From an optimization exercise on the open Yosys and OpenROAD flow, aimed at small area and a short achievable clock period; shortcuts taken in it are not production practice. The RTL was checked by simulation tests, not by an equivalence proof against the original design.

--- run.sh ---
#!/bin/bash
# synth_recipe.tcl (not shown) runs the flow's synth.tcl, then flattens the netlist and writes it again
# the make line also repeats each setting of config.mk as NAME=value (left out here)
make -C /OpenROAD-flow-scripts/flow DESIGN_CONFIG=/design/flow/config.mk WORK_HOME=/design/flow/orfs CLKGATE_MAP_FILE= SYNTH_SCRIPT=/design/flow/synth_recipe.tcl finish
--- constraint.sdc ---
create_clock -name core_clock -period 13.0 [get_ports {clk}]
set_input_delay 2.6000 -clock core_clock [delete_from_list [all_inputs] [get_ports {clk}]]
set_output_delay 2.6000 -clock core_clock [all_outputs]
set_load 0.01 [all_outputs]
--- config.mk ---
export PLATFORM = sky130hd
export DESIGN_NAME = rotational_cordic
export DESIGN_NICKNAME = rotational_cordic
export VERILOG_FILES = /design/flow/design.v
export SDC_FILE = /design/flow/constraint.sdc
export NUM_CORES = 4
export LEC_CHECK = 0
export CAP_MARGIN = 20
export CORE_MARGIN = 2
export CORE_UTILIZATION = 40
export SLEW_MARGIN = 20
--- design.v ---
module rotational_cordic_stage #(parameter rot, i, n) (
  output logic signed [n:0] xprime, yprime,
  output logic signed [15:0] theta_out,
  input logic signed [n:0] x, y,
  input logic signed [15:0] theta
);
logic sigma;
assign sigma = theta[15] === 1;
assign theta_out = sigma ? theta + rot : theta - rot;
assign xprime = sigma ? x + (y >>> i) : x - (y >>> i);
assign yprime = sigma ? y - (x >>> i) : y + (x >>> i);
endmodule
module rotational_cordic (
  output logic data_out_rot,
  output logic [15:0] xprime,
  output logic [15:0] yprime,
  input logic [15:0] x,
  input logic [15:0] y,
  input logic [15:0] theta,
  input logic clk, reset, start
);
parameter logic [255:0] rot_lut = {
	16'd12868,	 
	16'd7596,	 
	16'd4014,	 
	16'd2037,	 
	16'd1023,	 
	16'd512,	 
	16'd256,	 
	16'd128,	 
	16'd64,		 
	16'd32,		 
	16'd16,		 
	16'd8,		 
	16'd4,		 
	16'd2,		 
	16'd1,		 
	16'd0		 
};
parameter k = 0.607252935;
parameter int k_scaled = 9949;	 
parameter stages = 16;
parameter n = 16;
logic signed [n:0] r_x[stages], r_y[stages];
logic signed [15:0] r_theta[stages];
logic r_data_out[stages];
assign r_x[0] = {x[15], x};
assign r_y[0] = {y[15], y};
assign r_theta[0] = theta;
assign r_data_out[0] = start;
logic signed [n:0] x_out[stages], y_out[stages];
logic signed [15:0] theta_out[stages];
assign data_out_rot = r_data_out[stages - 1];
logic signed [n:0] x_prime, y_prime;
assign x_prime = x_out[stages - 1] * k_scaled /  (1 << 14);
assign y_prime = y_out[stages - 1] * k_scaled /  (1 << 14);
assign xprime = {x_prime[n], x_prime[n - 2:0]};
assign yprime = {y_prime[n], y_prime[n - 2:0]};
genvar i;
generate
for (i = 0; i < stages - 1; i++)
begin: registers
	always_ff @(posedge clk, posedge reset)
		if (reset)
		begin
			r_x[i + 1] <= 0;
			r_y[i + 1] <= 0;
			r_theta[i + 1] <= 0;
			r_data_out[i + 1] <= 0;
		end
		else
		begin
			r_x[i + 1] <= x_out[i];
			r_y[i + 1] <= y_out[i];
			r_theta[i + 1] <= theta_out[i];
			r_data_out[i + 1] <= r_data_out[i];
		end
end
for (i = 0; i < stages; i++)
begin: calcStages
	rotational_cordic_stage #(.rot(rot_lut[16*(15-i) +: 16]), .i(i), .n(n)) s0 (
		.x(r_x[i]), .y(r_y[i]), .theta(r_theta[i]),
		.xprime(x_out[i]), .yprime(y_out[i]), .theta_out(theta_out[i]), .*
	);
end
endgenerate
endmodule
==> impl_metrics.ini <==
[status]
outcome = finished clean

[worst_setup_path]
crit_fanout = 7
cpMaxStageDelayCell = fa_1
slowest_delay_ps = 560
reg2reg_setup_slack_ps = 8560
r2r_start = r_theta[14][15]
required_ps = 10400
r2r_cells = 12
r2r_end = r_x[15][15]
startpoint_type = flip-flop
end_kind = output pin
crit_type = flip-flop to output pin
cp_data_arrival_time_ps = 10000

[clock_network]
htree_num_levels = 3
cts.sinks = 749
cts_buffers = 89
root_buffer = clkbuf_16
clock_latency_ps = 730
path_clk_slew_ps = 60
clockBufferDepth = 3
cts_tree = done

[drt]
detail-route-antenna-nets = 0
vias = 49100
wirelength_microns = 154000
routed_via_density = 5.18
drtIter0Drc = 2202
first_pass_iters = 5
wl_per_cell_microns = 16.2
drc = 0

[sta]
clock_skew_ps = 42.5
fin_crit_sh = 0.969
finalSetupViolations = 0
finalSetupTns_ps = 0
finalMaxSlewViolations = 0
max_slew_margin = 0.285
worst_pin_slew_ps = 1070
fin_crit_ps = 12600
fmax_mhz = 79.4
rsz0062_at_grt = true
finalHoldWorstSlack_ps = 345
final_hold_viol_count = 0

[min_path]
hold_class = flip-flop to flip-flop
min_from = r_data_out[7]
holdPathStages = 0
min_to = r_data_out[8]

[synth]
synthesis.area_sq_um = 66200
yosysWarningCount = 12
synth_area_leader_cell = dfrtp_1
synthDominantCellAreaShare = 0.283
syn_inst = 7044
synth-seq-area-share = 0.283
synth_ff_type = dfrtp_1
synth-seq-cells = 749
async_flop_share = 1.00
avgSynthCellArea_sq_um = 9.39
synth_edf_count = 0
ys_types = 89
synth_nets = 8313
ys_top_cells_by_area = dfrtp_1 (28%), ha_1 (18%), xnor2_1 (9.1%), fa_1 (7.6%), a21oi_1 (4.6%)

[final_layout]
fin_util = 0.449
final_cell_mix = ha_1 (947), inv_1 (776), dfrtp_1 (749), xnor2_1 (681), a21oi_1 (602)
fillers = 15600
drive_gt1_frac = 0.0565
final_cells = 9486
final_common_cell = ha_1
layout.nets = 8490
syn2layout_area_growth_pct = 11.6

[floorplanning]
io_pins = 84
fp.dieH_microns = 411
die-area_sq_um = 169000
start_util = 0.402
placementRows = 149
coreArea_sq_um = 165000
dieWidth_microns = 411

[global_route]
grt_pass1_wl_microns = 253000
track_usage = 0.182
antenna_found_initial = 0
grt_pass1_vias = 49800
grt_max_degree = 181
grt_overflow = 0

[run]
drv_cap = 0

[placed_design]
numPortBuffers = 83
hpwl_microns = 126000
place_inst = 9296
place_congestion = 0.920
-- critical path, delay by kind of cell, from the launching register on --
family | cells | cell delay (ps)
buffers and inverters | 9 | 1120
AOI/OAI and AO/OA | 10 | 1870
and+or+nand+nor | 6 | 1700
muxes | 1 | 240
DFF | 1 | 380
xor gates and xnor gates | 3 | 490
adders and majority gates | 10 | 3490
-- registers in the layout (all words and copies together), names as in the netlist --
register,cells
r_data_out,15
r_x,254
r_y,255
r_theta,225
-- cell type report --
type	instances	area, sq um	share of cell area
sequential	749	18700	0.254
clock inverter	50	709	0.00960
clock buffer	116	2550	0.0345
timing repair buffer	193	1750	0.0237
antenna	1	2.50	0.0000339
inverter	789	2970	0.0402
multi-input combinational	5399	44400	0.601
tap	2189	2740	0.0371
-- cell usage after synthesis, types with 187 or more instances --
| cell | n |
|---|---|
| dfrtp_1 | 749 |
| xor2_1 | 231 |
| a21o_1 | 223 |
| nor2_1 | 480 |
| o21ai_0 | 276 |
| fa_1 | 252 |
| ha_1 | 966 |
| nand2_1 | 321 |
| inv_1 | 780 |
| a21oi_1 | 609 |
| nor3_1 | 187 |
| xnor2_1 | 687 |
-- what timing repair did --
item	in CTS	in global routing
endpoints found under the setup margin	25	28
setup buffers	4	18
hold buffers	0	0
gates resized for setup	20	72
pin swaps	6	20
-- metal layers --
metal | share of wire | routed length (microns) | up-vias | track usage
li1 | - | - | 24700 | -
met1 | 0.43 | 66800 | 23400 | 0.224
met2 | 0.51 | 77800 | 749 | 0.334
met3 | 0.031 | 4740 | 231 | 0.0199
met4 | 0.029 | 4540 | 0 | 0.0546
met5 | 0 | 0 | - | 0
-- worst max path at each step --
stage | slack, ps | from | end | cells after the start
global placement | 580 | r_y[15][16] | xprime[15] | 38
CTS | 8 | r_y[15][16] | xprime[15] | 38
global route | -80 | r_y[15][16] | xprime[15] | 40
finish | 400 | r_y[15][16] | xprime[15] | 39
floorplan | 130 | reset | r_data_out[10] | 1
detailed placement | 430 | r_x[15][15] | yprime[15] | 37
-- stage by stage --
| stage | worst slack, ps | cell area (sq um) |
|---|---|---|
| final | 398 | 73900 |
| after global routing | -76.5 | 73900 |
| after CTS | 7.54 | 73400 |
| after detailed placement | 432 | 70000 |
| after global placement | 584 | 70000 |
| after floorplan | 133 | 66200 |
-- kinds of logic (layout without fill, tap and decap cells) --
family	after synthesis	after routing	share of synthesized area
flip-flops	749	749	0.283
AO/OA/AOI/OAI	1743	1743	0.169
AND/OR/NAND/NOR	1444	1444	0.104
buffers and inverters	896	1148	0.0509
adder cells (fa/ha/maj)	1219	1219	0.259
XOR/XNOR	922	922	0.123
multiplexers	71	71	0.0112
other	0	1	0

what the ideal ports hide:
The flow's constraints put no driver on any port. The routed layout listed below was extracted and timed again, unchanged, in two steps. Step 1, drivers: a clkbuf_16 drives clk and a buf_2 each remaining input, both assumed. Step 2, shift: input delay + t, output delay - t, t = (earliest + latest rising clock arrival at the registers) / 2. This alone moves slack from input paths to output paths. a / b / c = ideal ports / drivers / drivers and shift; a / b = the first two.
shift t [ns]: 0.769
setup slack, ns: 0.398 / 0.325 / 1.094
hold WS [ns]: 0.345 / 0.345 / 0.345
pins driven straight from the clock port: 1
After both steps this run still meets setup and hold. For this run, drivers alone change the setup slack by -0.073 ns; drivers and shift together by +0.696 ns.
